Source: an optimization exercise on an open RTL-to-GDS flow (aim: small area). Production flows keep margins and buffers that such runs may drop. Function was checked by simulation only, so behaviour that the tests miss may differ from the original. The clock cells of runs 4 to 8 come from the design's own scripts or RTL, not from TritonCTS. The clock port is modelled as an ideal driver, which makes a skipped or thinned clock tree look cheaper than it is; a real chip needs a root buffer or a tree. Power and IR drop assume default switching activity.

<file path="flow/flow/run.sh">
#!/bin/bash
# Layout flow: the standard ORFS flow, with two changes to how the netlist is made:
#  - synthesis maps the logic with the ABC script flow/area.abc (area-oriented) instead of
#    ORFS's abc_area.script; everything else in synthesis (including the register mapping,
#    flattening and renaming in synth_recipe.tcl) is unchanged;
#  - extra ORFS make variables from flow/make_vars.txt (one NAME=VALUE per line).
# Each tool's output goes to its own log in this folder (and ORFS's logs under orfs/logs).
set -euo pipefail
W=$PWD
sed "s#log_cmd abc {\*}\$abc_args#log_cmd abc -script $W/flow/area.abc {*}[lrange \$abc_args 2 end]#" \
  "$FLOW_HOME/scripts/synth.tcl" > "$W/own_synth_core.tcl"
grep -q "flow/area.abc" "$W/own_synth_core.tcl"
sed "s#source \$::env(SCRIPTS_DIR)/synth.tcl#source $W/own_synth_core.tcl#" synth_recipe.tcl > "$W/own_synth.tcl"
grep -q "own_synth_core.tcl" "$W/own_synth.tcl"
EXTRA=()
if [[ -f flow/make_vars.txt ]]; then
  while IFS= read -r line; do [[ -n "$line" ]] && EXTRA+=("$line"); done < flow/make_vars.txt
fi
sed "s#SYNTH_SCRIPT=[^ ]*#SYNTH_SCRIPT=$W/own_synth.tcl#" standard.sh > "$W/own_standard.sh"
grep -q "own_synth.tcl" "$W/own_standard.sh"
bash "$W/own_standard.sh" finish "${EXTRA[@]}" > "$W/make_finish.log" 2>&1
</file>
<file path="flow/flow/area.abc">
strash
&get -n
&deepsyn -T 60
&put
dch -f
amap -F 20 -A 30
</file>
<file path="flow/flow/make_vars.txt">
ADDER_MAP_FILE=
CTS_ARGS=-sink_clustering_enable -repair_clock_nets -dont_use_dummy_load
BUFFER_PORTS_ARGS=-buffer_cell sky130_fd_sc_hd__buf_1
</file>
<file path="flow/standard.sh">
#!/bin/bash
# synth_recipe.tcl (not shown) runs the flow's synth.tcl, then flattens the netlist and writes it again
# the make line also repeats each setting of config.mk as NAME=value (left out here)
make -C /OpenROAD-flow-scripts/flow DESIGN_CONFIG=/design/flow/config.mk WORK_HOME=/design/flow/orfs CLKGATE_MAP_FILE= SYNTH_SCRIPT=/design/flow/synth_recipe.tcl "${@:-finish}"
</file>
<file path="flow/config.mk">
export PLATFORM = sky130hd
export DESIGN_NAME = MINI_LCD_WATCH
export DESIGN_NICKNAME = MINI_LCD_WATCH
export VERILOG_FILES = /design/flow/design.v
export SDC_FILE = /design/flow/constraint.sdc
export NUM_CORES = 4
export LEC_CHECK = 0
export CAP_MARGIN = 20
export CORE_MARGIN = 2
export CORE_UTILIZATION = 80
export SLEW_MARGIN = 20
</file>
<file path="flow/constraint.sdc">
create_clock -name core_clock -period 10.0 [get_ports {CLK}]
set_input_delay 2.0000 -clock core_clock [delete_from_list [all_inputs] [get_ports {CLK}]]
set_output_delay 2.0000 -clock core_clock [all_outputs]
set_load 0.01 [all_outputs]
</file>
<file path="flow/design.v">
module MINI_LCD_WATCH(CLK,RESETN,
LCD_RS,LCD_RW,LCD_DATA,PIEZO,
   KEY1,KEY2,KEY3,KEY4,KEY5,KEY6,KEY7,KEY8,KEY9
);
input CLK,RESETN;
input KEY1,KEY2,KEY3,KEY4,KEY5,KEY6,KEY7,KEY8,KEY9;
output LCD_RS, LCD_RW;
output [7:0] LCD_DATA;
output PIEZO;
wire rst = ~RESETN;
wire tick;
reg [16:0] cnt;
always @(posedge CLK)
	if (rst | tick) cnt <= 17'd43690;
	else cnt <= {~cnt[15:0], (cnt[16] ^ cnt[13])};
assign tick = (cnt == 17'd65217);
reg mode;
always @(posedge CLK)
	if (rst) mode <= 1'b0;
	else if (tick & KEY9) mode <= ~mode;
function [3:0] up1; input [3:0] q; up1 = (q == 4'd9) ? 4'd0 : q + 4'd1; endfunction
function [3:0] up2; input [3:0] q; up2 = (q == 4'd9) ? 4'd1 : (q == 4'd8) ? 4'd0 : q + 4'd2; endfunction
function [3:0] dn1; input [3:0] q; dn1 = (q == 4'd0) ? 4'd9 : q - 4'd1; endfunction
function is9; input [3:0] q; is9 = q[3] & q[0]; endfunction
function is89; input [3:0] q; is89 = q[3]; endfunction
function is0; input [3:0] q; is0 = ~q[3] & ~q[2] & ~q[1] & ~q[0]; endfunction
reg [3:0] so, mo, amo;
reg [2:0] st, mt, amt;
reg [4:0] hr, ahr;
wire cm = ~mode & tick;
wire am = mode & tick;
wire s59 = st[2] & ~st[1] & is9(so);
wire m59 = mt[2] & ~mt[1] & is9(mo);
wire su2 = cm & KEY5 & ~KEY6;
wire su0 = cm & KEY6 & ~KEY5;
wire su1 = tick & ~su2 & ~su0;
wire sc = su1 & is9(so) | su2 & is89(so);
wire mu = cm & KEY3, md = cm & KEY4, mc = tick & s59;
wire mu2 = mu & mc & ~md;
wire md1 = md & ~mu & ~mc;
wire mu1 = tick & ((mu ^ mc ^ md) & ~md1);
wire mcu = mu1 & is9(mo) | mu2 & is89(mo);
wire mcd = md1 & is0(mo);
wire hu = cm & KEY1, hd = cm & KEY2, hc = tick & s59 & m59;
wire hu2 = hu & hc & ~hd;
wire hd1 = hd & ~hu & ~hc;
wire hu1 = tick & ((hu ^ hc ^ hd) & ~hd1);
wire amu = am & KEY8;
wire amc = amu & is9(amo);
wire ahu = am & KEY7;
always @(posedge CLK)
	if (rst) begin
		so <= 4'd0; st <= 3'd0; mo <= 4'd0; mt <= 3'd0; hr <= 5'd0;
		amo <= 4'd0; amt <= 3'd0; ahr <= 5'd0;
	end else begin
		so <= su2 ? up2(so) : su1 ? up1(so) : so;
		if (sc) st <= {st[1:0], ~st[2]};
		mo <= mu2 ? up2(mo) : mu1 ? up1(mo) : md1 ? dn1(mo) : mo;
		mt <= mcu ? {mt[1:0], ~mt[2]} : mcd ? {~mt[0], mt[2:1]} : mt;
		if (hu2) hr <= (hr == 5'd22) ? 5'd0 : (hr == 5'd23) ? 5'd1 : hr + 5'd2;
		else if (hu1) hr <= (hr == 5'd23) ? 5'd0 : hr + 5'd1;
		else if (hd1) hr <= (hr == 5'd0) ? 5'd23 : hr - 5'd1;
		if (amu) amo <= up1(amo);
		if (amc) amt <= {amt[1:0], ~amt[2]};
		if (ahu) ahr <= (ahr == 5'd23) ? 5'd0 : ahr + 5'd1;
	end
wire eq = (hr == ahr) & (mo == amo) & (mt == amt);
wire send;
reg buff;
reg [7:0] scnt;
always @(posedge CLK)
	if (rst | ~eq | send) scnt <= 8'd170;
	else scnt <= {~scnt[6:0], (scnt[7] ^ scnt[4])};
assign send = (scnt == 8'd127);
always @(posedge CLK)
	if (rst) buff <= 1'b0;
	else if (~eq | send) buff <= ~buff;
assign PIEZO = buff;
reg [4:0] c;
reg [2:0] g;
wire loop = g[2] & g[1];
wire cend = loop ? (c[4] & c[2]) : (c[4] & c[3] & c[2] & c[1]);    
always @(posedge CLK)
	if (rst) begin
		c <= 5'd21; g <= 3'd0;
	end else begin
		c <= cend ? 5'd0 : c + 1'b1;
		if (cend) g <= loop ? {2'b11, ~g[0]} : g + 1'b1;
	end
wire [3:0] ones = (c == 5'd7 || c == 5'd8) ? (mode ? amo : mo) : so;
wire [2:0] tj = (c == 5'd7 || c == 5'd8) ? (mode ? amt : mt) : st;
reg [3:0] tens;
always @* begin
	case (tj)
		3'b000: tens = 4'd0; 3'b001: tens = 4'd1; 3'b011: tens = 4'd2;
		3'b111: tens = 4'd3; 3'b110: tens = 4'd4; default: tens = 4'd5;
	endcase
end
wire [4:0] hx = mode ? ahr : hr;
wire [1:0] hten = (hx >= 5'd20) ? 2'd2 : (hx >= 5'd10) ? 2'd1 : 2'd0;
wire [3:0] hone = hx - ((hx >= 5'd20) ? 5'd20 : (hx >= 5'd10) ? 5'd10 : 5'd0);
reg [3:0] nib;
reg [3:0] nn;
always @* begin
	case (c)
		5'd0, 5'd15: nn = {1'b1, ~mode, 1'b0, ~mode};    
		5'd4: nn = {2'b00, hten};
		5'd5: nn = hone;
		5'd7, 5'd10: nn = tens;
		5'd8, 5'd11: nn = ones;
		5'd6, 5'd9: nn = 4'hA;                         
		5'd16, 5'd17, 5'd18, 5'd19: nn = 4'h5;         
		default: nn = 4'h0;
	endcase
end
always @(posedge CLK) nib <= nn;
reg rs, rw;
reg [3:0] hi, lo;
always @* begin
	case (g)
		3'd3, 3'd4: lo = 4'hC;                                 
		3'd5: lo = 4'h6;                                       
		3'd6: lo = nib;
		default: lo = 4'h0;
	endcase
end
always @* begin
	rs = 1'b0; rw = 1'b0; hi = 4'h0;
	case (g)
		3'd0, 3'd1, 3'd2: begin rs = 1'b1; rw = 1'b1; end    
		3'd3: hi = 4'h3;
		3'd4, 3'd5: hi = 4'h0;
		3'd7: begin rs = (c != 5'd0); hi = (c == 5'd0) ? 4'hC : 4'h2; end
		default: begin
			rs = (c != 5'd0);
			case (c)
				5'd0: hi = 4'h8;
				5'd1, 5'd16: hi = 4'h9;
				5'd2, 5'd3, 5'd4, 5'd13, 5'd14, 5'd15: hi = 4'h2;
				5'd5, 5'd6, 5'd7, 5'd8, 5'd9, 5'd10, 5'd11, 5'd12: hi = 4'h3;
				default: hi = 4'h6;
			endcase
		end
	endcase
end
assign LCD_RS = rs;
assign LCD_RW = rw;
assign LCD_DATA = {hi, lo};
endmodule
</file>
==> results of run 1 <==
## kinds of logic after synthesis
kind of cell | synth area share
AO/OA/AOI/OAI | 0.245
XOR/XNOR | 0.00274
buffers and inverters | 0.0788
flip-flops | 0.439
AND/OR/NAND/NOR | 0.234
==> impl_metrics.env, run 1 <==
export IMPL_yosys_register_bits=70
export IMPL_port_buffers=21
export IMPL_post_synth_num_cell_types=40
export IMPL_yosysTopAreaCell="dfxtp_1"
export IMPL_initial_utilization=0.853
export IMPL_syn_area_per_cell_sq_um=7.62
export IMPL_synth_nets=430
export IMPL_stop_error="[ERROR GPL-0301] Utilization 102.003 % exceeds 100%."
export IMPL_synth_edff_count=0
export IMPL_die_y_um=67.2
export IMPL_synthTopCellsByCount="nor2_1, dfxtp_1, clkinv_1, o22ai_1, a21oi_1"
export IMPL_die_w_um=67.2
export IMPL_ys_flop_type="dfxtp_1"
export IMPL_syn_cell_area_sq_um=3190
export IMPL_async_flop_share=0
export IMPL_synth_cells=419
export IMPL_yosysWarnings=1
export IMPL_lastStage="3_3_place_gp"
export IMPL_yosys_cell_count_top_type="nor2_1"
export IMPL_seq_area_frac_synth=0.439
export IMPL_pin_count=22
export IMPL_synth_top_area_frac=0.439
export IMPL_status="did not finish"
export IMPL_rows=22
export IMPL_synthTopCellsByArea="dfxtp_1, nor2_1, clkinv_1, o22ai_1, a21oi_1"
==> inputs of run 2 (changes only) <==
--- a/flow/config.mk
+++ b/flow/config.mk
@@ -9,3 +9,3 @@
 export CORE_MARGIN = 2
-export CORE_UTILIZATION = 80
+export CORE_UTILIZATION = 40
 export SLEW_MARGIN = 20
==> impl_metrics.env, run 2 <==
export IMPL_die_y_um=93.3
export IMPL_finalWirelength_mm=7.71
export IMPL_cts_resized=0
export IMPL_dpl_hpwl_mm=5.88
export IMPL_slew_headroom=0.538
export IMPL_tritoncts="done"
export IMPL_finalMaxSlewViolations=0
export IMPL_crit_arrival_ns=2.49
export IMPL_antenna_left=0
export IMPL_regArea_sq_um=1400
export IMPL_worst_slew_pin_slew_ns=0.688
export IMPL_clkPwrFrac=0.343
export IMPL_rows=32
export IMPL_grt_max_degree=28
export IMPL_cp_cell_sequence="clkinv_1 > nor2_1 > nand2_1 > nor3_1 > nor2_1 > a221oi_1 > nor2_1 > buf_1"
export IMPL_yosysTopAreaCell="dfxtp_1"
export IMPL_die_area_sq_um=8710
export IMPL_tns_ns=0
export IMPL_drtPass1Iterations=5
export IMPL_ctsLongestPathBuffers=2
export IMPL_nets=464
export IMPL_port_buffers=21
export IMPL_post_route_util=0.458
export IMPL_syn_cell_area_sq_um=3190
export IMPL_synth_nets=430
export IMPL_largest_reg_flops=17
export IMPL_die_w_um=93.3
export IMPL_async_flop_share=0
export IMPL_ys_flop_type="dfxtp_1"
export IMPL_synth_top_area_frac=0.439
export IMPL_viasPerCell=5.55
export IMPL_pin_count=22
export IMPL_worst_setup_path_start_kind="register"
export IMPL_path_buf_inv=2
export IMPL_layout_common_cells="nor2_1, dfxtp_1, clkinv_1"
export IMPL_post_synth_num_cell_types=40
export IMPL_grt_pass1_vias=2796
export IMPL_ir_drop_v=0.0000899
export IMPL_drv_cap=0
export IMPL_synth_edff_count=0
export IMPL_power_total_uw=490
export IMPL_worstSkewPairLatency_ns=0.34
export IMPL_cpMostUsedCell="nor2_1"
export IMPL_cp_end_kind="primary output"
export IMPL_top_regs="cnt: 17 flops, scnt: 8 flops"
export IMPL_synthTopCellsByCount="nor2_1, dfxtp_1, clkinv_1, o22ai_1, a21oi_1"
export IMPL_switchingPower_uw=115
export IMPL_initial_utilization=0.413
export IMPL_synth_cells=419
export IMPL_internal_power_uw=376
export IMPL_skew_ns=0.0192
export IMPL_numCtsBuffers=9
export IMPL_finalSetupViolations=0
export IMPL_initialDrtViolationCount=189
export IMPL_core_area_sq_um=7730
export IMPL_drive_above_1_share=0.0244
export IMPL_grt_pass1_wl_mm=13.0
export IMPL_status="finished clean"
export IMPL_multi_input_area_sq_um=1540
export IMPL_gr_total_overflow=0
export IMPL_max_freq_mhz=223
export IMPL_regMostFlops="cnt"
export IMPL_vias=3071
export IMPL_cp_max_fo=6
export IMPL_p_comb_frac=0.066
export IMPL_syn_to_final_growth_pct=10.8
export IMPL_critical_path_required_ns=8.00
export IMPL_slowest_delay_ns=0.44
export IMPL_syn_area_per_cell_sq_um=7.62
export IMPL_hold_violations=0
export IMPL_grtUsageTotal=0.193
export IMPL_grt_antenna_before_repair=0
export IMPL_powerDensity_nw_per_um2=139
export IMPL_timing_final_crit_share=0.449
export IMPL_clock_sinks=70
export IMPL_gp_congestion=0.881
export IMPL_htree_levels=3
export IMPL_crit_type="register to primary output"
export IMPL_path_clk_slew_ns=0.06
export IMPL_clockRootBuffer="clkbuf_8"
export IMPL_cts_hold_buf=0
export IMPL_min_path_type="register to register"
export IMPL_avgRoutedWirePerCell_um=13.9
export IMPL_cts_setup_buffers=0
export IMPL_p_sw_frac=0.234
export IMPL_synthTopCellsByArea="dfxtp_1, nor2_1, clkinv_1, o22ai_1, a21oi_1"
export IMPL_final_common_cell="nor2_1"
export IMPL_yosys_register_bits=70
export IMPL_seq_area_frac_synth=0.439
export IMPL_layout_min_cycle_time_ns=4.49
export IMPL_whs_ns=0.400
export IMPL_rsz0062_at_grt="false"
export IMPL_critical_path_top_delay_family="simple AND/OR/NAND/NOR gates"
export IMPL_yosysWarnings=1
export IMPL_yosys_cell_count_top_type="nor2_1"
export IMPL_crit_slowest_cell="dfxtp_1"
export IMPL_power_frac_seq=0.591
export IMPL_antenna_cells_inserted=0
export IMPL_p_leak_uw=0.00112
export IMPL_fillers=814
export IMPL_route_detailed_drc=0
-- run 2: cell counts after synthesis --
Identical to the previous run, type by type.
-- run 2: kinds of logic after synthesis --
group | Yosys count | synth area share
xor+xnor | 1 | 0.00274
compound gates | 117 | 0.245
buf+inv | 67 | 0.0788
simple gates | 164 | 0.234
flops | 70 | 0.439
-- run 2: layout make-up --
| cell class | count | share of cell area |
|---|---|---|
| Sequential cell | 70 | 0.396 |
| Multi-Input combinational cell | 282 | 0.435 |
| Timing Repair Buffer | 23 | 0.0265 |
| Inverter | 67 | 0.0711 |
| Tap cell | 102 | 0.0361 |
| Clock buffer | 9 | 0.0350 |
-- run 2: per-layer routing --
layer / global-route usage / vias up / part of all wire
met2: 0.302 / 69 / 0.47
met1: 0.244 / 1402 / 0.47
li1: - / 1588 / -
met4: 0.0993 / 0 / 0.016
met5: 0 / - / 0
met3: 0.0500 / 12 / 0.043
-- run 2: final timing paths --
kind	depth (start not counted)	from	slack [ns]	endpoint
setup / recovery	8	c[1]	5.51	LCD_DATA[5]
hold / removal	1	scnt[3]	0.40	scnt[4]
setup reg to reg	15	st[2]	6.62	hr[4]
hold reg to reg	1	scnt[3]	0.40	scnt[4]
-- run 2: worst reg2reg max path, delay by kind of cell, from the launching register on --
family                 cells  cell delay (ns)
buffers and inverters      2             0.22
and+or+nand+nor            9             2.20
DFF                        1             0.34
AOI/OAI and AO/OA          4             0.49
-- run 2: power by group through the flow --
stage	clock network, uW	registers [uW]	logic [uW]
2_1_floorplan	0	294	22.9
3_3_place_gp	0	296	31.7
3_5_place_dp	0	296	32.0
4_1_cts	177	289	32.3
5_1_grt	188	290	36.6
6_report	168	289	32.4
-- run 2: per-stage QoR --
stage	area, sq um	worst slack [ns]	std cells
global placement	3410	5.65	544
global route	3540	5.33	553
finish	3540	5.51	553
detailed placement	3410	5.59	544
floorplan	3190	6.16	419
CTS	3540	5.56	553
==> inputs of run 3 (changes only) <==
==> flow/flow/make_vars.txt (replaced) <==
ADDER_MAP_FILE=
CTS_ARGS=-sink_clustering_enable -repair_clock_nets -dont_use_dummy_load -buf_list sky130_fd_sc_hd__clkbuf_16 -sink_buffer_max_cap_derate 1.0
BUFFER_PORTS_ARGS=-buffer_cell sky130_fd_sc_hd__buf_1
==> impl_metrics.env, run 3 <==
export IMPL_grt_max_degree=27
export IMPL_cp_end_kind="primary output"
export IMPL_r2r_end="mo[3]"
export IMPL_post_synth_num_cell_types=37
export IMPL_cp_max_fo=5
export IMPL_crit_arrival_ns=2.32
export IMPL_rsz0062_at_grt="false"
export IMPL_yosys_cell_count_top_type="nor2_1"
export IMPL_yosysWarnings=1
export IMPL_ctsLongestPathBuffers=2
export IMPL_synth_edff_count=0
export IMPL_die_w_um=93.0
export IMPL_synth_cells=424
export IMPL_critical_path_required_ns=8.00
export IMPL_r2r_start="mode"
export IMPL_avgRoutedWirePerCell_um=14.3
export IMPL_gr_total_overflow=0
export IMPL_drtPass1Iterations=4
export IMPL_synth_compound_gate_area_share=0.257
export IMPL_regMostFlops="cnt"
export IMPL_skew_ns=0.0200
export IMPL_rows=32
export IMPL_dpl_hpwl_mm=6.03
export IMPL_top_regs="cnt: 17 flops, scnt: 8 flops"
export IMPL_syn_to_final_growth_pct=14.1
export IMPL_layout_min_cycle_time_ns=4.32
export IMPL_ys_flop_type="dfxtp_1"
export IMPL_finalMaxSlewViolations=0
export IMPL_min_path_type="register to register"
export IMPL_synthXorXnorAreaFrac=0
export IMPL_powerDensity_nw_per_um2=161
export IMPL_syn_area_per_cell_sq_um=7.47
export IMPL_synth_nets=435
export IMPL_drv_cap=0
export IMPL_antenna_cells_inserted=0
export IMPL_nets=469
export IMPL_finalSetupViolations=0
export IMPL_seq_area_frac_synth=0.443
export IMPL_synthSimpleGateAreaFrac=0.226
export IMPL_largest_reg_flops=17
export IMPL_synth_top_area_frac=0.443
export IMPL_whs_ns=0.379
export IMPL_port_buffers=21
export IMPL_synthTopCellsByArea="dfxtp_1, nor2_1, clkinv_1, o22ai_1, a21oi_1"
export IMPL_grtUsageTotal=0.199
export IMPL_synthMuxAreaShare=0
export IMPL_p_sw_frac=0.222
export IMPL_internal_power_uw=454
export IMPL_min_to="scnt[7]"
export IMPL_die_area_sq_um=8640
export IMPL_timing_final_crit_share=0.432
export IMPL_max_freq_mhz=231
export IMPL_power_frac_seq=0.498
export IMPL_numCtsBuffers=9
export IMPL_fin_area_sq_um=3610
export IMPL_grt_pass1_wl_mm=13.7
export IMPL_min_delay_start="scnt[6]"
export IMPL_die_y_um=93.0
export IMPL_worst_slew_pin_slew_ns=0.781
export IMPL_finalWirelength_mm=7.96
export IMPL_htree_levels=3
export IMPL_grt_pass1_vias=2905
export IMPL_ir_drop_v=0.0000969
export IMPL_viasPerCell=5.49
export IMPL_final_common_cell="nor2_1"
export IMPL_status="finished clean"
export IMPL_grt_antenna_before_repair=0
export IMPL_holdPathStages=1
export IMPL_layout_common_cells="nor2_1, dfxtp_1, clkinv_1"
export IMPL_p_comb_frac=0.060
export IMPL_tns_ns=0
export IMPL_clockRootBuffer="clkbuf_16"
export IMPL_place_area_sq_um=3390
export IMPL_initialDrtViolationCount=167
export IMPL_r2r_slack_ns=6.30
export IMPL_cts_setup_buffers=0
export IMPL_yosys_register_bits=70
export IMPL_yosysTopAreaCell="dfxtp_1"
export IMPL_rr_worst_depth=16
export IMPL_slew_headroom=0.476
export IMPL_cts_hold_buf=0
export IMPL_core_area_sq_um=7690
export IMPL_async_flop_share=0
export IMPL_crit_type="register to primary output"
export IMPL_tritoncts="done"
export IMPL_cts_resized=0
export IMPL_switchingPower_uw=129
export IMPL_synth_top_family_by_area="compound AO/OA/AOI/OAI gates"
export IMPL_clkPwrFrac=0.442
export IMPL_pin_count=22
export IMPL_hold_violations=0
export IMPL_p_leak_uw=0.00121
export IMPL_syn_cell_area_sq_um=3170
export IMPL_clock_sinks=70
export IMPL_gp_congestion=0.894
export IMPL_route_detailed_drc=0
export IMPL_path_clk_slew_ns=0.05
export IMPL_worstSkewPairLatency_ns=0.33
export IMPL_initial_utilization=0.412
export IMPL_antenna_left=0
export IMPL_worst_setup_path_start_kind="register"
export IMPL_drive_above_1_share=0.0241
export IMPL_synthTopCellsByCount="nor2_1, dfxtp_1, clkinv_1, a21oi_1, o22ai_1"
export IMPL_synthAdderAreaFrac=0
export IMPL_vias=3061
-- run 3: cell types whose count changed after synthesis, sizes merged, moves of 4 or more --
cell    change
or3         -4
o22ai       +4
nand2       +9
o21a        +4
a21oi       +5
nor3        -7
nor2        +7
o21ai      +12
a211oi      -5
a222oi      -4
clkinv      -4
nand3       -9
-- run 3: critical path, cell delays in order (launching register included) --
cell,delay (ns)
dfxtp_1,0.39
clkinv_1,0.14
nor2_1,0.34
clkinv_1,0.14
nor2_1,0.15
o21ai_0,0.10
a21oi_1,0.12
o31ai_1,0.09
a21oi_1,0.21
o21a_1,0.16
nor2_1,0.05
buf_1,0.12
-- run 3: logic make-up after synthesis --
logic type,count (synthesis)
buffers and inverters,63
AO/OA/AOI/OAI,129
flip-flops,70
AND/OR/NAND/NOR,162
-- run 3: layout make-up --
class	count	area, sq um
timing repair buffer	23	93.8
clock buffer	9	225
fill	798	4070
multi-input combinational	291	1530
tap	102	128
inverter	63	236
sequential	70	1400
-- run 3: routing by layer --
layer,global-route usage,up-vias,share of wire
met3,0.0475,8,0.042
met2,0.322,67,0.47
met5,0,-,0
met1,0.264,1411,0.48
li1,-,1575,-
met4,0.0576,0,0.013
-- run 3: power groups by stage --
stage | Combinational [uW] | Clock, uW | Sequential (uW)
detailed placement | 34.6 | 0 | 296
global placement | 34.7 | 0 | 296
global route | 39.8 | 275 | 291
finish | 34.9 | 258 | 290
floorplan | 24.8 | 0 | 294
CTS | 34.8 | 263 | 290
-- run 3: through the flow --
step	power [uW]	worst slack (ns)	std cells	util
2_1_floorplan	319	6.09	424	-
3_3_place_gp	331	5.86	549	0.441
3_5_place_dp	330	5.68	549	0.441
4_1_cts	588	5.69	558	0.470
5_1_grt	606	5.53	558	0.470
6_report	583	5.68	558	0.470
-- run 3: worst max-delay path by stage --
stage	start	endpoint	slack, ns
after global placement	KEY4	mo[3]	5.86
final	g[2]	LCD_DATA[5]	5.68
after floorplan	KEY4	mo[3]	6.09
after global routing	g[2]	LCD_DATA[5]	5.53
after detailed placement	KEY4	mo[3]	5.68
after CTS	g[2]	LCD_DATA[5]	5.69
==> inputs of run 4 (changes only) <==
--- a/flow/flow/run.sh
+++ b/flow/flow/run.sh
@@ -1,3 +1,3 @@
 #!/bin/bash
-# Layout flow: the standard ORFS flow, with two changes to how the netlist is made:
+# Layout flow: the standard ORFS flow, with these changes to how the layout is made:
 #  - synthesis maps the logic with the ABC script flow/area.abc (area-oriented) instead of
@@ -5,3 +5,7 @@
 #    flattening and renaming in synth_recipe.tcl) is unchanged;
-#  - extra ORFS make variables from flow/make_vars.txt (one NAME=VALUE per line).
+#  - extra ORFS make variables from flow/make_vars.txt (one NAME=VALUE per line): no adder
+#    cells in synthesis, no CTS dummy loads, buf_1 port buffers;
+#  - after CTS, flow/clktree.tcl replaces the clock tree with three clkbuf_16 buffers fed by
+#    the clock port, each driving the flip-flops of one vertical slice of the die (the
+#    buffers are the same cell, so every register's clock sees the same buffer delay).
 # Each tool's output goes to its own log in this folder (and ORFS's logs under orfs/logs).
@@ -9,2 +13,3 @@
 W=$PWD
+R=$W/orfs/results/$FLOW_PLATFORM/MINI_LCD_WATCH/base
 sed "s#log_cmd abc {\*}\$abc_args#log_cmd abc -script $W/flow/area.abc {*}[lrange \$abc_args 2 end]#" \
@@ -20,2 +25,10 @@
 grep -q "own_synth.tcl" "$W/own_standard.sh"
+bash "$W/own_standard.sh" "$R/4_cts.odb" "${EXTRA[@]}" > "$W/make_to_cts.log" 2>&1
+cat > "$W/clktree_run.tcl" <<EOT
+read_db $R/4_cts.odb
+source $W/flow/clktree.tcl
+write_db $R/4_cts.odb
+EOT
+CT_NLEAF=3 CT_BUF=sky130_fd_sc_hd__clkbuf_16 openroad -no_init -exit "$W/clktree_run.tcl" > "$W/clktree.log" 2>&1
+grep -q "leaf 2 drives" "$W/clktree.log"
 bash "$W/own_standard.sh" finish "${EXTRA[@]}" > "$W/make_finish.log" 2>&1
==> flow/flow/clktree.tcl (new file) <==
# Rebuild the clock tree of a placed design: N clkbuf_16 buffers fed by the clock port,
# each driving the flip-flops of one vertical slice of the die.
set nleaf $::env(CT_NLEAF)
set bufname $::env(CT_BUF)
set db [ord::get_db]
set block [[$db getChip] getBlock]
set clkport_net [$block findNet CLK]
set master [$db findMaster $bufname]
# flip-flop clock pins and old clock buffers
set sinks {}
set oldbufs {}
foreach inst [$block getInsts] {
  set m [[$inst getMaster] getName]
  if {[string match "sky130_fd_sc_hd__df*" $m]} {
    lappend sinks [$inst findITerm CLK]
  } elseif {[string match "clkbuf_*_CLK" [$inst getName]]} {
    lappend oldbufs $inst
  }
}
puts "clktree: [llength $sinks] sinks, [llength $oldbufs] old buffers"
set oldnets {}
foreach b $oldbufs {
  set o [$b findITerm X]
  set n [$o getNet]
  if {$n ne "NULL"} { lappend oldnets $n }
}
foreach s $sinks { $s disconnect }
foreach b $oldbufs { odb::dbInst_destroy $b }
foreach n $oldnets { if {[llength [$n getITerms]] == 0} { odb::dbNet_destroy $n } }
# sort sinks by x and split into nleaf groups
set xs {}
foreach s $sinks {
  set inst [$s getInst]
  set loc [$inst getLocation]
  lappend xs [list [lindex $loc 0] [lindex $loc 1] $s]
}
set xs [lsort -integer -index 0 $xs]
set per [expr {int(ceil([llength $xs] / double($nleaf)))}]
for {set i 0} {$i < $nleaf} {incr i} {
  set grp [lrange $xs [expr {$i * $per}] [expr {($i + 1) * $per - 1}]]
  if {[llength $grp] == 0} { continue }
  set net [odb::dbNet_create $block "clknet_leaf_$i"]
  $net setSigType CLOCK
  set buf [odb::dbInst_create $block $master "clkbuf_leaf_$i"]
  [$buf findITerm A] connect $clkport_net
  [$buf findITerm X] connect $net
  set sx 0; set sy 0
  foreach e $grp { incr sx [lindex $e 0]; incr sy [lindex $e 1]; [lindex $e 2] connect $net }
  set n [llength $grp]
  $buf setLocation [expr {$sx / $n}] [expr {$sy / $n}]
  $buf setPlacementStatus PLACED
  foreach mt [[$buf getMaster] getMTerms] {
    if {[$mt getSigType] eq "POWER"} { [$buf findITerm [$mt getName]] connect [$block findNet VDD] }
    if {[$mt getSigType] eq "GROUND"} { [$buf findITerm [$mt getName]] connect [$block findNet VSS] }
  }
  puts "clktree: leaf $i drives $n sinks"
}
detailed_placement
check_placement
==> flow/flow/make_vars.txt (replaced) <==
ADDER_MAP_FILE=
CTS_ARGS=-sink_clustering_enable -repair_clock_nets -dont_use_dummy_load
BUFFER_PORTS_ARGS=-buffer_cell sky130_fd_sc_hd__buf_1
==> impl_metrics.env, run 4 <==
export IMPL_regMostFlops="cnt"
export IMPL_r2r_slack_ns=6.31
export IMPL_synthAdderAreaFrac=0
export IMPL_crit_arrival_ns=4.17
export IMPL_worst_setup_path_start_kind="input port"
export IMPL_route_detailed_drc=0
export IMPL_antenna_cells_inserted=0
export IMPL_tns_ns=0
export IMPL_post_synth_num_cell_types=37
export IMPL_antenna_left=0
export IMPL_rsz0062_at_grt="false"
export IMPL_max_freq_mhz=241
export IMPL_grt_max_degree=27
export IMPL_drv_cap=0
export IMPL_met3_usage=0.0322
export IMPL_finalWirelength_mm=7.82
export IMPL_pin_count=22
export IMPL_gp_congestion=0.894
export IMPL_cts_setup_buffers=0
export IMPL_synthXorXnorAreaFrac=0
export IMPL_layout_min_cycle_time_ns=4.15
export IMPL_finalSetupViolations=0
export IMPL_seq_area_frac_synth=0.443
export IMPL_ys_flop_type="dfxtp_1"
export IMPL_worstSkewPairLatency_ns=0.16
export IMPL_timing_final_crit_share=0.415
export IMPL_hold_violations=0
export IMPL_fin_cells=552
export IMPL_yosysTopAreaCell="dfxtp_1"
export IMPL_die_w_um=93.0
export IMPL_yosys_cell_count_top_type="nor2_1"
export IMPL_synthTopCellsByCount="nor2_1, dfxtp_1, clkinv_1, a21oi_1, o22ai_1"
export IMPL_die_area_sq_um=8640
export IMPL_power_total_uw=450
export IMPL_synth_top_area_frac=0.443
export IMPL_cts_resized=0
export IMPL_port_buffers=21
export IMPL_die_y_um=93.0
export IMPL_grtUsageTotal=0.189
export IMPL_grt_antenna_before_repair=0
export IMPL_cp_end_kind="register"
export IMPL_final_common_cell="nor2_1"
export IMPL_syn_area_per_cell_sq_um=7.47
export IMPL_ir_drop_v=0.000207
export IMPL_dp_cells=549
export IMPL_grt_busiest_layer="met2"
export IMPL_rows=32
export IMPL_min_path_type="register to register"
export IMPL_synthTopCellsByArea="dfxtp_1, nor2_1, clkinv_1, o22ai_1, a21oi_1"
export IMPL_yosysWarnings=1
export IMPL_gr_total_overflow=0
export IMPL_grt_use_met2=0.319
export IMPL_slew_headroom=0.464
export IMPL_initial_utilization=0.412
export IMPL_finalMaxSlewViolations=0
export IMPL_critical_path_required_ns=10.02
export IMPL_p_leak_uw=0.00114
export IMPL_synth_compound_gate_area_share=0.257
export IMPL_synthSimpleGateAreaFrac=0.226
export IMPL_largest_reg_flops=17
export IMPL_cts_hold_buf=0
export IMPL_synth_edff_count=0
export IMPL_syn_to_final_growth_pct=9.36
export IMPL_grt_pass1_wl_mm=13.4
export IMPL_grt_pass1_vias=2850
export IMPL_crit_type="input port to register"
export IMPL_post_route_util=0.451
export IMPL_avgRoutedWirePerCell_um=14.2
export IMPL_fillers=813
export IMPL_core_area_sq_um=7690
export IMPL_initialDrtViolationCount=183
export IMPL_async_flop_share=0
export IMPL_path_clk_slew_ns=0.10
export IMPL_clock_sinks=70
export IMPL_synth_cells=424
export IMPL_worst_slew_pin_slew_ns=0.799
export IMPL_cp_max_fo=3
export IMPL_synth_nets=435
export IMPL_top_regs="cnt: 17 flops, scnt: 8 flops"
export IMPL_yosys_register_bits=70
export IMPL_drtPass1Iterations=5
export IMPL_viasPerCell=5.46
export IMPL_layout_common_cells="nor2_1, dfxtp_1, clkinv_1"
export IMPL_syn_cell_area_sq_um=3170
export IMPL_synth_top_family_by_area="compound AO/OA/AOI/OAI gates"
export IMPL_drive_above_1_share=0.0111
export IMPL_powerDensity_nw_per_um2=130
export IMPL_status="finished clean"
export IMPL_dpl_hpwl_mm=6.03
export IMPL_skew_ns=0.0114
export IMPL_nets=463
export IMPL_synthMuxAreaShare=0
export IMPL_grt_util_met1=0.259
export IMPL_vias=3013
run 4: final timing paths:
check / from / to / cells past startpoint
worst max-delay path: KEY4 / mo[3] / 18
worst min register to register: scnt[0] / scnt[1] / 1
worst min-delay path: scnt[0] / scnt[1] / 1
worst max register to register: mode / mo[3] / 16
run 4: area by class of cell:
class	instances	area, sq um	share of cell area
Sequential cell	70	1400	0.405
Multi-Input combinational cell	291	1530	0.441
Buffer	3	75.1	0.0217
Tap cell	102	128	0.0368
Inverter	63	236	0.0683
Timing Repair Buffer	23	93.8	0.0271
run 4: kinds of logic (layout without fill, tap and decap cells):
family / after synthesis / count (layout)
AND/OR/NAND/NOR: 162 / 162
AO/OA/AOI/OAI: 129 / 129
flip-flops: 70 / 70
buffers and inverters: 63 / 89
run 4: layer usage:
metal | routed length (um) | vias to the layer above
li1 | - | 1561
met1 | 3750 | 1390
met2 | 3690 | 58
met3 | 319 | 4
met4 | 65 | 0
met5 | 0 | -
run 4: metrics by stage:
step | cell area, sq um | hold slack, ns | worst slack [ns]
CTS | 3510 | 0.384 | 5.67
detailed placement | 3390 | 0.366 | 5.68
finish | 3460 | 0.378 | 5.85
floorplan | 3170 | 0.358 | 6.09
global route | 3460 | 0.412 | 5.41
global placement | 3390 | 0.368 | 5.86
run 4: worst max-delay path, cell delays in order:
cell      delay (ns)
buf_1           0.07
clkinv_1        0.06
nor3_1          0.29
or2_0           0.18
nor2_1          0.05
a21oi_1         0.10
or2_0           0.15
nor2_1          0.06
nand2_1         0.09
clkinv_1        0.09
o21ai_0         0.29
nor2_1          0.11
clkinv_1        0.07
nor2_1          0.04
a21oi_1         0.18
o21a_1          0.17
o21a_1          0.13
nor3_1          0.04
run 4: power by group:
| group | total, uW | switching [uW] | leakage, uW | internal [uW] |
|---|---|---|---|---|
| sequential | 289 | 5.34 | 0.000568 | 284 |
| combinational | 35.0 | 23.5 | 0.000533 | 11.5 |
| clock | 125 | 70.2 | 0.0000370 | 55.0 |
| total | 450 | 99.0 | 0.00114 | 351 |
==> inputs of run 5 (changes only) <==
--- a/flow/flow/run.sh
+++ b/flow/flow/run.sh
@@ -2,5 +2,6 @@
 # Layout flow: the standard ORFS flow, with these changes to how the layout is made:
-#  - synthesis maps the logic with the ABC script flow/area.abc (area-oriented) instead of
-#    ORFS's abc_area.script; everything else in synthesis (including the register mapping,
-#    flattening and renaming in synth_recipe.tcl) is unchanged;
+#  - synthesis maps the logic with flow/own_abc.tcl instead of ORFS's abc_area.script: ABC
+#    runs deepsyn with several seeds followed by area mapping, and the smallest result is
+#    kept; everything else in synthesis (register mapping, flattening and renaming in
+#    synth_recipe.tcl) is unchanged;
 #  - extra ORFS make variables from flow/make_vars.txt (one NAME=VALUE per line): no adder
@@ -14,5 +15,5 @@
 R=$W/orfs/results/$FLOW_PLATFORM/MINI_LCD_WATCH/base
-sed "s#log_cmd abc {\*}\$abc_args#log_cmd abc -script $W/flow/area.abc {*}[lrange \$abc_args 2 end]#" \
+sed "s#log_cmd abc {\*}\$abc_args#source $W/flow/own_abc.tcl; own_abc {*}[lrange \$abc_args 2 end]#" \
   "$FLOW_HOME/scripts/synth.tcl" > "$W/own_synth_core.tcl"
-grep -q "flow/area.abc" "$W/own_synth_core.tcl"
+grep -q "own_abc {" "$W/own_synth_core.tcl"
 sed "s#source \$::env(SCRIPTS_DIR)/synth.tcl#source $W/own_synth_core.tcl#" synth_recipe.tcl > "$W/own_synth.tcl"
@@ -25,2 +26,4 @@
 grep -q "own_synth.tcl" "$W/own_standard.sh"
+mkdir -p "$W/own_abc"
+export OWN_ABC_DIR="$W/own_abc" OWN_ABC_SEEDS="1 2 3 4 5 6 7 8" OWN_ABC_TIME=30
 bash "$W/own_standard.sh" "$R/4_cts.odb" "${EXTRA[@]}" > "$W/make_to_cts.log" 2>&1
==> flow/flow/own_abc.tcl (new file) <==
# own_abc ARGS...: map the design's logic with ABC several times (deepsyn with different
# seeds, then area mapping) and keep the smallest result. ARGS are ORFS's abc arguments
# without -script.
proc own_abc {args} {
  global lib_args
  design -save own_abc_in
  set best -1
  set best_area 0
  foreach s $::env(OWN_ABC_SEEDS) {
    design -load own_abc_in
    set fn $::env(OWN_ABC_DIR)/own_abc_$s.script
    set f [open $fn w]
    puts $f "strash\n&get -n\n&deepsyn -T $::env(OWN_ABC_TIME) -S $s\n&put\ndch -f\namap -F 20 -A 30"
    close $f
    abc -script $fn {*}$args
    set st [tee -q -s result.string stat {*}$lib_args]
    if {![regexp {Chip area for module[^:]*:\s*([0-9.]+)} $st -> area]} { error "own_abc: no area" }
    puts "own_abc: seed $s area $area"
    if {$best < 0 || $area < $best_area} {
      set best $s
      set best_area $area
      design -save own_abc_best
    }
  }
  design -load own_abc_best
  puts "own_abc: chose seed $best area $best_area"
}
removed: flow/flow/area.abc
==> impl_metrics.env, run 5 <==
export IMPL_power_total_uw=442
export IMPL_synth_compound_gate_area_share=0.271
export IMPL_drv_cap=0
export IMPL_dp_cells=526
export IMPL_finalMaxSlewViolations=0
export IMPL_die_area_sq_um=8570
export IMPL_port_buffers=21
export IMPL_crit_slowest_cell="nor4_1"
export IMPL_viasPerCell=5.87
export IMPL_initial_utilization=0.411
export IMPL_fin_cells=529
export IMPL_skew_ns=0.00528
export IMPL_r2r_slack_ns=5.86
export IMPL_synthTopCellsByCount="dfxtp_1, nor2_1, clkinv_1, o21ai_0, o22ai_1"
export IMPL_dpl_hpwl_mm=6.02
export IMPL_status="finished clean"
export IMPL_worst_slew_pin_slew_ns=0.912
export IMPL_cp_max_fo=25
export IMPL_synth_edff_count=0
export IMPL_slowest_delay_ns=0.43
export IMPL_ir_drop_v=0.000136
export IMPL_layout_min_cycle_time_ns=4.21
export IMPL_grtUsageTotal=0.191
export IMPL_ys_flop_type="dfxtp_1"
export IMPL_fin_area_sq_um=3440
export IMPL_synthSimpleGateAreaFrac=0.210
export IMPL_post_synth_num_cell_types=38
export IMPL_cts_resized=0
export IMPL_worst_setup_path_start_kind="input port"
export IMPL_rsz0062_at_grt="false"
export IMPL_fillers=782
export IMPL_min_path_type="register to register"
export IMPL_cts_setup_buffers=0
export IMPL_drive_above_1_share=0.0141
export IMPL_synth_nets=411
export IMPL_syn_area_per_cell_sq_um=7.85
export IMPL_endpoint="mt[2]"
export IMPL_synthXorXnorAreaFrac=0
export IMPL_cp_depth=9
export IMPL_cts_hold_buf=0
export IMPL_avgRoutedWirePerCell_um=15.1
export IMPL_final_common_cell="dfxtp_1"
export IMPL_place_ws_ns=5.70
export IMPL_core_area_sq_um=7650
export IMPL_yosysTopAreaCell="dfxtp_1"
export IMPL_slew_headroom=0.387
export IMPL_pin_count=22
export IMPL_die_y_um=92.6
export IMPL_path_clk_slew_ns=0.09
export IMPL_r2r_start="cnt[8]"
export IMPL_gp_congestion=0.915
export IMPL_crit_type="input port to register"
export IMPL_worstSkewPairLatency_ns=0.15
export IMPL_antenna_cells_inserted=0
export IMPL_cp_end_kind="register"
export IMPL_rr_worst_depth=12
export IMPL_synthAdderAreaFrac=0
export IMPL_synthMuxAreaShare=0
export IMPL_timing_final_crit_share=0.421
export IMPL_initialDrtViolationCount=246
export IMPL_crit_start="RESETN"
export IMPL_regMostFlops="cnt"
export IMPL_path_buf_inv=5
export IMPL_top_regs="cnt: 17 flops, scnt: 8 flops"
export IMPL_synthTopCellsByArea="dfxtp_1, nor2_1, clkinv_1, o22ai_1, o21ai_0"
export IMPL_async_flop_share=0
export IMPL_critical_path_top_delay_family="buffers and inverters"
export IMPL_synth_top_family_by_area="compound AO/OA/AOI/OAI gates"
export IMPL_grt_antenna_before_repair=0
export IMPL_powerDensity_nw_per_um2=128
export IMPL_syn_to_final_growth_pct=9.69
export IMPL_post_route_worst_setup_slack_ns=5.79
export IMPL_yosysWarnings=1
export IMPL_synth_top_area_frac=0.446
export IMPL_drtPass1Iterations=5
export IMPL_grt_max_degree=26
export IMPL_yosys_cell_count_top_type="dfxtp_1"
export IMPL_yosys_register_bits=70
export IMPL_finalSetupViolations=0
export IMPL_route_detailed_drc=0
export IMPL_rows=32
export IMPL_cp_cell_sequence="buf_1 > buf_4 > clkinv_1 > buf_4 > nor4_1 > or2_0 > a31oi_1 > a222oi_1 > clkinv_1"
export IMPL_layout_common_cells="dfxtp_1, nor2_1, clkinv_1"
export IMPL_max_freq_mhz=238
export IMPL_grt_pass1_wl_mm=13.3
export IMPL_antenna_left=0
export IMPL_p_leak_uw=0.00110
export IMPL_syn_cell_area_sq_um=3140
export IMPL_grt_pass1_vias=2773
export IMPL_place_area_sq_um=3370
export IMPL_hold_violations=0
export IMPL_gr_total_overflow=0
export IMPL_clock_sinks=70
export IMPL_tns_ns=0
export IMPL_largest_reg_flops=17
export IMPL_vias=3103
export IMPL_die_w_um=92.6
export IMPL_finalWirelength_mm=7.97
export IMPL_crit_arrival_ns=4.25
export IMPL_nets=440
export IMPL_synth_cells=400
export IMPL_seq_area_frac_synth=0.446
export IMPL_critical_path_required_ns=10.04
export IMPL_r2r_end="mt[2]"
[run 5: changes by cell type in the layout (fill, tap and decap cells not counted), moves of 5 or more]
| cell | delta |
|---|---|
| a211oi_1 | +5 |
| a21oi_1 | -8 |
| nand2_1 | -8 |
| nor2_1 | -19 |
| o21ai_0 | -5 |
| o22ai_1 | -6 |
[run 5: area by class of cell]
cell class              instances  area (sq um)  area share
flip-flops and latches         70          1400       0.407
inverters                      60           225      0.0654
well taps                     102           128      0.0371
multi-input cells             270          1510       0.439
plain buffers                   3          75.1      0.0218
repair buffers                 24           101      0.0294
[run 5: cells by family (layout without fill, tap and decap cells)]
family | after synthesis | count (layout)
compound gates | 127 | 127
buf+inv | 60 | 87
flops | 70 | 70
simple gates | 143 | 143
[run 5: how the worst min path moves through the flow]
stage	startpoint	endpoint	slack [ns]	depth (start not counted)
after floorplan	scnt[6]	scnt[7]	0.36	1
after global placement	scnt[2]	scnt[3]	0.36	1
after detailed placement	scnt[6]	scnt[7]	0.37	1
after CTS	scnt[2]	scnt[3]	0.38	1
after global routing	scnt[2]	scnt[3]	0.40	1
final	scnt[2]	scnt[3]	0.39	1
[run 5: layer usage]
layer | global-route usage | up-vias | part of all wire
met5 | 0 | - | 0
met4 | 0.0659 | 0 | 0.015
met3 | 0.0334 | 13 | 0.080
met2 | 0.305 | 144 | 0.45
met1 | 0.260 | 1411 | 0.46
li1 | - | 1535 | -
[run 5: stage by stage]
step                      hold slack [ns]  utilization
after global placement              0.363        0.440
after detailed placement            0.368        0.440
after floorplan                     0.358            -
after global routing                0.397        0.450
after CTS                           0.385        0.457
final                               0.387        0.450
[run 5: power by group]
part           switching [uW]  total [uW]  internal, uW
Clock                    69.1         124          54.9
Sequential               5.48         290           284
Combinational            19.7        28.6          8.91
Total                    94.3         442           348
==> inputs of run 6 (changes only) <==
--- a/flow/flow/run.sh
+++ b/flow/flow/run.sh
@@ -27,3 +27,3 @@
 mkdir -p "$W/own_abc"
-export OWN_ABC_DIR="$W/own_abc" OWN_ABC_SEEDS="1 2 3 4 5 6 7 8" OWN_ABC_TIME=30
+export OWN_ABC_DIR="$W/own_abc" OWN_ABC_SEEDS="1 2 3 4 5 6 7 8 9 10 11 12 13 14 15 16" OWN_ABC_TIME=30
 bash "$W/own_standard.sh" "$R/4_cts.odb" "${EXTRA[@]}" > "$W/make_to_cts.log" 2>&1
==> impl_metrics.env, run 6 <==
export IMPL_status="finished clean"
export IMPL_r2r_slack_ns=6.43
export IMPL_post_route_worst_setup_slack_ns=6.08
export IMPL_worstSkewPairLatency_ns=0.16
export IMPL_yosys_register_bits=70
export IMPL_antenna_cells_inserted=0
export IMPL_post_route_util=0.448
export IMPL_core_area_sq_um=7650
export IMPL_finalMaxSlewViolations=0
export IMPL_layout_min_cycle_time_ns=3.92
export IMPL_synth_cells=412
export IMPL_p_comb_frac=0.087
export IMPL_grt_pass1_vias=2678
export IMPL_post_synth_num_cell_types=39
export IMPL_skew_ns=0.0179
export IMPL_regArea_sq_um=1400
export IMPL_rr_worst_depth=13
export IMPL_top_regs="cnt: 17 flops, scnt: 8 flops"
export IMPL_nets=450
export IMPL_slowest_delay_ns=0.43
export IMPL_max_freq_mhz=255
export IMPL_drv_cap=0
export IMPL_multi_input_area_sq_um=1500
export IMPL_async_flop_share=0
export IMPL_grt_pass1_wl_mm=12.5
export IMPL_critical_path_required_ns=10.09
export IMPL_yosysWarnings=1
export IMPL_r2r_end="ahr[4]"
export IMPL_tns_ns=0
export IMPL_antenna_left=0
export IMPL_finalWirelength_mm=7.62
export IMPL_pin_count=22
export IMPL_p_leak_uw=0.00109
export IMPL_finalSetupViolations=0
export IMPL_grt_max_degree=26
export IMPL_p_sw_frac=0.223
export IMPL_drtPass1Iterations=5
export IMPL_min_path_type="register to register"
export IMPL_endpoint="mo[3]"
export IMPL_ys_flop_type="dfxtp_1"
export IMPL_synth_edff_count=0
export IMPL_syn_cell_area_sq_um=3140
export IMPL_regMostFlops="cnt"
export IMPL_cp_cell_sequence="buf_1 > nor2_1 > a211oi_1 > nor2_1 > nor3_1 > nor2_1 > nor2_1 > nand2_1 > or3_1 > o21a_1 > o22ai_1"
export IMPL_dpl_hpwl_mm=5.78
export IMPL_die_area_sq_um=8570
export IMPL_synth_top_area_frac=0.447
export IMPL_grt_antenna_before_repair=0
export IMPL_hold_violations=0
export IMPL_grtUsageTotal=0.181
export IMPL_synth_nets=423
export IMPL_yosys_cell_count_top_type="nor2_1"
export IMPL_initial_utilization=0.410
export IMPL_r2r_start="cnt[1]"
export IMPL_cts_setup_buffers=0
export IMPL_initialDrtViolationCount=232
export IMPL_powerDensity_nw_per_um2=133
export IMPL_avgRoutedWirePerCell_um=14.1
export IMPL_die_y_um=92.6
export IMPL_cp_max_fo=5
export IMPL_gp_congestion=0.870
export IMPL_rows=32
export IMPL_cpMostUsedCell="nor2_1"
export IMPL_syn_area_per_cell_sq_um=7.61
export IMPL_largest_reg_flops=17
export IMPL_slew_headroom=0.547
export IMPL_clkPwrFrac=0.276
export IMPL_internal_power_uw=353
export IMPL_dp_cells=536
export IMPL_syn_to_final_growth_pct=9.21
export IMPL_route_detailed_drc=0
export IMPL_timing_final_crit_share=0.392
export IMPL_synthTopCellsByCount="nor2_1, dfxtp_1, clkinv_1, nand2_1, o22ai_1"
export IMPL_die_w_um=92.6
export IMPL_synthTopCellsByArea="dfxtp_1, nor2_1, clkinv_1, o22ai_1, nand2_1"
export IMPL_crit_arrival_ns=4.02
export IMPL_cp_end_kind="register"
export IMPL_ir_drop_v=0.000156
export IMPL_rsz0062_at_grt="false"
export IMPL_gr_total_overflow=0
export IMPL_crit_type="input port to register"
export IMPL_cts_resized=0
export IMPL_fillers=804
export IMPL_crit_slowest_cell="nor3_1"
export IMPL_place_area_sq_um=3350
export IMPL_final_common_cell="nor2_1"
export IMPL_clock_sinks=70
export IMPL_fin_cells=539
export IMPL_cts_hold_buf=0
export IMPL_port_buffers=21
export IMPL_drive_above_1_share=0.00915
export IMPL_power_frac_seq=0.637
export IMPL_layout_common_cells="nor2_1, dfxtp_1, clkinv_1"
export IMPL_viasPerCell=5.51
export IMPL_yosysTopAreaCell="dfxtp_1"
export IMPL_seq_area_frac_synth=0.447
export IMPL_place_ws_ns=5.92
export IMPL_switchingPower_uw=101
export IMPL_worst_setup_path_start_kind="input port"
export IMPL_vias=2971
export IMPL_worst_slew_pin_slew_ns=0.675
export IMPL_fin_area_sq_um=3430
export IMPL_path_clk_slew_ns=0.10
export IMPL_crit_start="KEY4"
run 6: changes by cell type in the layout (fill, tap and decap cells not counted), sizes merged, moves of 3 or more:
| cell | before | now |
|---|---|---|
| a21oi | 22 | 17 |
| nand2 | 20 | 30 |
| nand3 | 16 | 13 |
| nor2 | 63 | 85 |
| nor2b | 4 | 1 |
| o21ai | 24 | 20 |
| o221ai | 7 | 4 |
| o22ai | 24 | 30 |
| or2 | 4 | 0 |
run 6: cell families after synthesis:
group,share of synthesized area
buffers and inverters,0.0742
AO/OA/AOI/OAI,0.256
flip-flops,0.447
AND/OR/NAND/NOR,0.223
run 6: worst max-delay path: cells and delay by family:
| kind | cells | cell delay [ns] |
|---|---|---|
| buffers and inverters | 1 | 0.11 |
| AO/OA/AOI/OAI | 3 | 0.57 |
| AND/OR/NAND/NOR | 7 | 1.32 |
run 6: metal layers:
| layer | global-route usage | routed length [um] | vias to the layer above |
|---|---|---|---|
| met1 | 0.242 | 3580 | 1346 |
| met5 | 0 | 0 | - |
| met2 | 0.297 | 3540 | 57 |
| li1 | - | - | 1557 |
| met3 | 0.0309 | 353 | 11 |
| met4 | 0.0572 | 144 | 0 |
run 6: power groups by stage:
stage	logic, uW	clock network [uW]	registers, uW
6_report	39.5	125	289
5_1_grt	44.6	140	290
4_1_cts	39.4	180	289
3_5_place_dp	39.2	0	295
3_3_place_gp	38.6	0	295
2_1_floorplan	28.6	0	294
run 6: worst min-delay path by stage:
stage	from	end	cells past startpoint
finish	scnt[2]	scnt[3]	1
global route	scnt[2]	scnt[3]	1
CTS	scnt[6]	scnt[7]	1
detailed placement	scnt[0]	scnt[1]	1
global placement	scnt[2]	scnt[3]	1
floorplan	scnt[6]	scnt[7]	1
run 6: through the flow:
stage                     power (uW)  hold slack (ns)
after global placement           334            0.364
after detailed placement         335            0.367
after CTS                        508            0.375
after global routing             475            0.401
final                            454            0.388
after floorplan                  323            0.358
run 6: area by class of cell:
type                       instances  share of cell area
inverter                          62              0.0679
buffer                             3              0.0219
sequential                        70               0.409
multi-input combinational        280               0.439
tap                              102              0.0373
timing repair buffer              22              0.0252
==> inputs of run 7 (changes only) <==
--- a/flow/design.v
+++ b/flow/design.v
@@ -13,5 +13,5 @@
 always @(posedge CLK)
-	if (rst | tick) cnt <= 17'd43690;
+	if (rst | tick) cnt <= 17'd101340;
 	else cnt <= {~cnt[15:0], (cnt[16] ^ cnt[13])};
-assign tick = (cnt == 17'd65217);
+assign tick = ((cnt & 17'd122859) == 17'd120163);
 reg mode;
@@ -71,5 +71,5 @@
 always @(posedge CLK)
-	if (rst | ~eq | send) scnt <= 8'd170;
+	if (rst | ~eq | send) scnt <= 8'd102;
 	else scnt <= {~scnt[6:0], (scnt[7] ^ scnt[4])};
-assign send = (scnt == 8'd127);
+assign send = ((scnt & 8'd95) == 8'd17);
 always @(posedge CLK)
==> impl_metrics.env, run 7 <==
export IMPL_status="finished clean"
export IMPL_gr_total_overflow=0
export IMPL_grt_antenna_before_repair=0
export IMPL_die_y_um=92.1
export IMPL_dp_cells=532
export IMPL_finalMaxSlewViolations=0
export IMPL_critical_path_top_delay_family="buffers and inverters"
export IMPL_yosysTopAreaCell="dfxtp_1"
export IMPL_cp_max_fo=26
export IMPL_yosysWarnings=1
export IMPL_p_sw_frac=0.217
export IMPL_cts_setup_buffers=0
export IMPL_synth_cells=408
export IMPL_critical_path_required_ns=10.07
export IMPL_grt_pass1_wl_mm=12.5
export IMPL_synth_edff_count=0
export IMPL_grtUsageTotal=0.181
export IMPL_initialDrtViolationCount=162
export IMPL_dpl_hpwl_mm=5.64
export IMPL_cts_hold_buf=0
export IMPL_skew_ns=0.0165
export IMPL_worst_slew_pin_slew_ns=0.818
export IMPL_p_leak_uw=0.00111
export IMPL_antenna_left=0
export IMPL_p_comb_frac=0.060
export IMPL_synthTopCellsByCount="dfxtp_1, nor2_1, clkinv_1, nand2_1, o22ai_1"
export IMPL_worst_setup_path_start_kind="input port"
export IMPL_final_common_cell="dfxtp_1"
export IMPL_cp_end_kind="register"
export IMPL_route_detailed_drc=0
export IMPL_async_flop_share=0
export IMPL_switchingPower_uw=97.8
export IMPL_vias=2948
export IMPL_rr_worst_depth=11
export IMPL_die_area_sq_um=8490
export IMPL_post_route_util=0.446
export IMPL_avgRoutedWirePerCell_um=13.7
export IMPL_cts_resized=0
export IMPL_finalWirelength_mm=7.34
export IMPL_cp_depth=5
export IMPL_slew_headroom=0.454
export IMPL_worstSkewPairLatency_ns=0.16
export IMPL_power_total_uw=451
export IMPL_core_area_sq_um=7610
export IMPL_rows=32
export IMPL_grt_max_degree=27
export IMPL_crit_slowest_cell="clkinv_1"
export IMPL_min_path_type="register to register"
export IMPL_viasPerCell=5.51
export IMPL_pin_count=22
export IMPL_layout_min_cycle_time_ns=4.65
export IMPL_clock_sinks=70
export IMPL_drv_cap=0
export IMPL_drtPass1Iterations=6
export IMPL_finalSetupViolations=0
export IMPL_clkPwrFrac=0.281
export IMPL_seq_area_frac_synth=0.451
export IMPL_regMostFlops="cnt"
export IMPL_syn_to_final_growth_pct=9.30
export IMPL_tns_ns=0
export IMPL_hold_violations=0
export IMPL_ir_drop_v=0.000127
export IMPL_synth_nets=419
export IMPL_whs_ns=0.368
export IMPL_powerDensity_nw_per_um2=133
export IMPL_synth_top_area_frac=0.451
export IMPL_path_clk_slew_ns=0.10
export IMPL_timing_final_crit_share=0.465
export IMPL_gp_congestion=0.892
export IMPL_layout_common_cells="dfxtp_1, nor2_1, clkinv_1"
export IMPL_syn_cell_area_sq_um=3110
export IMPL_largest_reg_flops=17
export IMPL_syn_area_per_cell_sq_um=7.61
export IMPL_cpMostUsedCell="clkinv_1"
export IMPL_crit_type="input port to register"
export IMPL_internal_power_uw=353
export IMPL_top_regs="cnt: 17 flops, scnt: 8 flops"
export IMPL_grt_pass1_vias=2673
export IMPL_synthTopCellsByArea="dfxtp_1, nor2_1, clkinv_1, o22ai_1, nand2_1"
export IMPL_power_frac_seq=0.659
export IMPL_path_buf_inv=3
export IMPL_drive_above_1_share=0.00924
export IMPL_yosys_register_bits=70
export IMPL_post_synth_num_cell_types=32
export IMPL_rsz0062_at_grt="false"
export IMPL_antenna_cells_inserted=0
export IMPL_holdPathStages=1
export IMPL_yosys_cell_count_top_type="dfxtp_1"
export IMPL_cp_cell_sequence="buf_1 > clkinv_1 > nor2_1 > clkinv_1 > a211oi_1"
export IMPL_multi_input_area_sq_um=1480
export IMPL_crit_arrival_ns=4.72
export IMPL_port_buffers=21
export IMPL_initial_utilization=0.408
export IMPL_die_w_um=92.1
export IMPL_ys_flop_type="dfxtp_1"
export IMPL_fin_cells=535
export IMPL_fillers=798
export IMPL_slowest_delay_ns=0.84
export IMPL_max_freq_mhz=215
export IMPL_nets=446
export IMPL_regArea_sq_um=1400
run 7: changes by cell type after synthesis, moves of 3 or more:
cell / delta
a21oi_1: +5
a222oi_1: -4
clkinv_1: -3
nand2_1: +8
nand3_1: -6
nand4_1: +3
nor2_1: -18
nor2b_1: +5
nor3_1: +7
o21ai_0: +4
or2_0: +3
or4_1: -3
run 7: routing by layer:
| metal | track usage | up-vias | wire length, um |
|---|---|---|---|
| met4 | 0.0410 | 0 | 85 |
| met5 | 0 | - | 0 |
| li1 | - | 1517 | - |
| met1 | 0.253 | 1342 | 3510 |
| met3 | 0.0238 | 9 | 380 |
| met2 | 0.300 | 80 | 3370 |
run 7: final timing paths:
path,from,endpoint,slack (ns)
setup reg to reg,mode,nib[3],6.62
hold reg to reg,cnt[6],cnt[7],0.37
setup / recovery,RESETN,cnt[0],5.35
hold / removal,cnt[6],cnt[7],0.37
run 7: cell families after synthesis:
family / synth area share
AOI/OAI and AO/OA: 0.257
buffers and inverters: 0.0713
DFF: 0.451
and+or+nand+nor: 0.221
run 7: final cells by class:
type	count	area share
multi-input combinational	279	0.437
sequential	70	0.413
inverter	59	0.0652
tap	102	0.0376
timing repair buffer	22	0.0254
buffer	3	0.0221
run 7: through the flow:
stage,instance area [sq um],worst slack [ns]
global placement,3320,5.19
finish,3400,5.35
detailed placement,3320,5.11
floorplan,3110,5.97
CTS,3440,5.39
global route,3400,4.94
run 7: power groups by stage:
stage | sequential (uW) | combinational (uW) | clock [uW]
2_1_floorplan | 301 | 19.4 | 0
3_3_place_gp | 304 | 26.8 | 0
3_5_place_dp | 303 | 27.3 | 0
4_1_cts | 297 | 27.3 | 173
5_1_grt | 299 | 31.8 | 138
6_report | 297 | 27.3 | 127
==> inputs of run 8 (changes only) <==
--- a/flow/flow/run.sh
+++ b/flow/flow/run.sh
@@ -27,3 +27,3 @@
 mkdir -p "$W/own_abc"
-export OWN_ABC_DIR="$W/own_abc" OWN_ABC_SEEDS="1 2 3 4 5 6 7 8 9 10 11 12 13 14 15 16" OWN_ABC_TIME=30
+export OWN_ABC_DIR="$W/own_abc" OWN_ABC_SEEDS="1 2 3 4 5 6 7 8 9 10 11 12 13 14 15 16 17 18 19 20" OWN_ABC_TIME=30
 bash "$W/own_standard.sh" "$R/4_cts.odb" "${EXTRA[@]}" > "$W/make_to_cts.log" 2>&1
==> impl_metrics.env, run 8 <==
export IMPL_clkPwrFrac=0.281
export IMPL_p_sw_frac=0.217
export IMPL_fin_cells=535
export IMPL_ir_drop_v=0.000127
export IMPL_timing_final_crit_share=0.465
export IMPL_synthTopCellsByCount="dfxtp_1, nor2_1, clkinv_1, nand2_1, o22ai_1"
export IMPL_cts_hold_buf=0
export IMPL_cp_end_kind="register"
export IMPL_hold_violations=0
export IMPL_finalWirelength_mm=7.34
export IMPL_die_y_um=92.1
export IMPL_worst_setup_path_start_kind="input port"
export IMPL_critical_path_top_delay_family="buffers and inverters"
export IMPL_seq_area_frac_synth=0.451
export IMPL_avgRoutedWirePerCell_um=13.7
export IMPL_status="finished clean"
export IMPL_finalMaxSlewViolations=0
export IMPL_antenna_left=0
export IMPL_cts_setup_buffers=0
export IMPL_rsz0062_at_grt="false"
export IMPL_slowest_delay_ns=0.84
export IMPL_critical_path_required_ns=10.07
export IMPL_powerDensity_nw_per_um2=133
export IMPL_grtUsageTotal=0.181
export IMPL_syn_cell_area_sq_um=3110
export IMPL_largest_reg_flops=17
export IMPL_die_area_sq_um=8490
export IMPL_power_frac_seq=0.659
export IMPL_die_w_um=92.1
export IMPL_worst_slew_pin_slew_ns=0.818
export IMPL_viasPerCell=5.51
export IMPL_path_buf_inv=3
export IMPL_cpMostUsedCell="clkinv_1"
export IMPL_route_detailed_drc=0
export IMPL_whs_ns=0.368
export IMPL_dpl_hpwl_mm=5.64
export IMPL_crit_slowest_cell="clkinv_1"
export IMPL_layout_common_cells="dfxtp_1, nor2_1, clkinv_1"
export IMPL_skew_ns=0.0165
export IMPL_path_clk_slew_ns=0.10
export IMPL_top_regs="cnt: 17 flops, scnt: 8 flops"
export IMPL_antenna_cells_inserted=0
export IMPL_crit_type="input port to register"
export IMPL_port_buffers=21
export IMPL_drtPass1Iterations=6
export IMPL_synth_edff_count=0
export IMPL_grt_pass1_vias=2673
export IMPL_drv_cap=0
export IMPL_synth_nets=419
export IMPL_core_area_sq_um=7610
export IMPL_p_comb_frac=0.060
export IMPL_yosys_cell_count_top_type="dfxtp_1"
export IMPL_rows=32
export IMPL_regMostFlops="cnt"
export IMPL_p_leak_uw=0.00111
export IMPL_syn_area_per_cell_sq_um=7.61
export IMPL_min_delay_start="cnt[6]"
export IMPL_yosysWarnings=1
export IMPL_finalSetupViolations=0
export IMPL_async_flop_share=0
export IMPL_cp_cell_sequence="buf_1 > clkinv_1 > nor2_1 > clkinv_1 > a211oi_1"
export IMPL_place_area_sq_um=3320
export IMPL_fillers=798
export IMPL_syn_to_final_growth_pct=9.30
export IMPL_synth_cells=408
export IMPL_pin_count=22
export IMPL_gr_total_overflow=0
export IMPL_grt_pass1_wl_mm=12.5
export IMPL_yosys_register_bits=70
export IMPL_clock_sinks=70
export IMPL_initialDrtViolationCount=162
export IMPL_tns_ns=0
export IMPL_max_freq_mhz=215
export IMPL_dp_cells=532
export IMPL_cp_max_fo=26
export IMPL_ys_flop_type="dfxtp_1"
export IMPL_initial_utilization=0.408
export IMPL_synthTopCellsByArea="dfxtp_1, nor2_1, clkinv_1, o22ai_1, nand2_1"
export IMPL_switchingPower_uw=97.8
export IMPL_worstSkewPairLatency_ns=0.16
export IMPL_slew_headroom=0.454
export IMPL_crit_start="RESETN"
export IMPL_post_synth_num_cell_types=32
export IMPL_nets=446
export IMPL_vias=2948
export IMPL_drive_above_1_share=0.00924
export IMPL_yosysTopAreaCell="dfxtp_1"
export IMPL_min_path_type="register to register"
export IMPL_synth_top_area_frac=0.451
export IMPL_cts_resized=0
export IMPL_gp_congestion=0.892
export IMPL_final_common_cell="dfxtp_1"
export IMPL_fin_area_sq_um=3400
export IMPL_grt_antenna_before_repair=0
export IMPL_r2r_start="mode"
export IMPL_crit_arrival_ns=4.72
export IMPL_power_total_uw=451
export IMPL_internal_power_uw=353
export IMPL_layout_min_cycle_time_ns=4.65
export IMPL_grt_max_degree=27
## run 8: cell counts in the layout (fill, tap and decap cells not counted)
Identical to the previous run, type by type.
## run 8: area by class of cell
type                    instances  area, sq um  share of cell area
plain buffers                   3         75.1              0.0221
inverters                      59          221              0.0652
multi-input cells             279         1480               0.437
flip-flops and latches         70         1400               0.413
well taps                     102          128              0.0376
repair buffers                 22         86.3              0.0254
## run 8: cell families (layout without fill, tap and decap cells)
family | Yosys count | after routing | synth area share
buffers and inverters | 59 | 84 | 0.0713
AOI/OAI and AO/OA | 123 | 123 | 0.257
and+or+nand+nor | 156 | 156 | 0.221
DFF | 70 | 70 | 0.451
## run 8: worst paths after layout
path                            cells past startpoint  slack (ns)      to
worst min-delay path                                1        0.37  cnt[7]
worst max-delay path                                5        5.35  cnt[0]
worst min register to register                      1        0.37  cnt[7]
worst max register to register                     11        6.62  nib[3]
## run 8: per-stage QoR
step	setup WS [ns]	util
floorplan	5.97	-
global placement	5.19	0.437
detailed placement	5.11	0.437
CTS	5.39	0.453
global route	4.94	0.446
finish	5.35	0.446
## run 8: layer usage
metal,part of all wire,vias up,GRT usage
met5,0,-,0
met3,0.052,9,0.0238
met4,0.012,0,0.0410
met2,0.46,80,0.300
li1,-,1517,-
met1,0.48,1342,0.253
## run 8: power groups by stage
stage,Combinational [uW],Sequential (uW),Clock (uW)
2_1_floorplan,19.4,301,0
3_3_place_gp,26.8,304,0
3_5_place_dp,27.3,303,0
4_1_cts,27.3,297,173
5_1_grt,31.8,299,138
6_report,27.3,297,127

[re-timing with driven ports]
The flow's constraints put no driver on any port. The routed layouts listed below were extracted and timed again, unchanged, in two steps. Step 1, drivers: a clkbuf_16 drives CLK and a buf_2 each remaining input, both assumed. Step 2, shift: input delay + t, output delay - t, t = (earliest + latest rising clock arrival at the registers) / 2. This alone moves slack from input paths to output paths. a / b / c = no drivers / after step 1 / after step 2; a / b = the first two.
run	t (ns)	slack for setup (ns)	worst setup path at the end	worst slew at a driven data input, ns
run 2	0.361	5.513 / 5.482 / 5.592	input to register	0.03
run 3	0.353	5.679 / 5.645 / 5.664	input to register	0.03
run 4	0.211	5.846 / 5.792 / 5.670	input to register	0.03
run 5	0.209	5.790 / 5.824 / 5.614	input to register	0.03
run 6	0.215	6.076 / 6.042 / 5.900	input to register	0.03
run 7	0.215	5.350 / 5.383 / 5.167	input to register	0.03
run 8	0.215	5.350 / 5.383 / 5.167	input to register	0.03
After both steps every run listed still meets setup and hold.
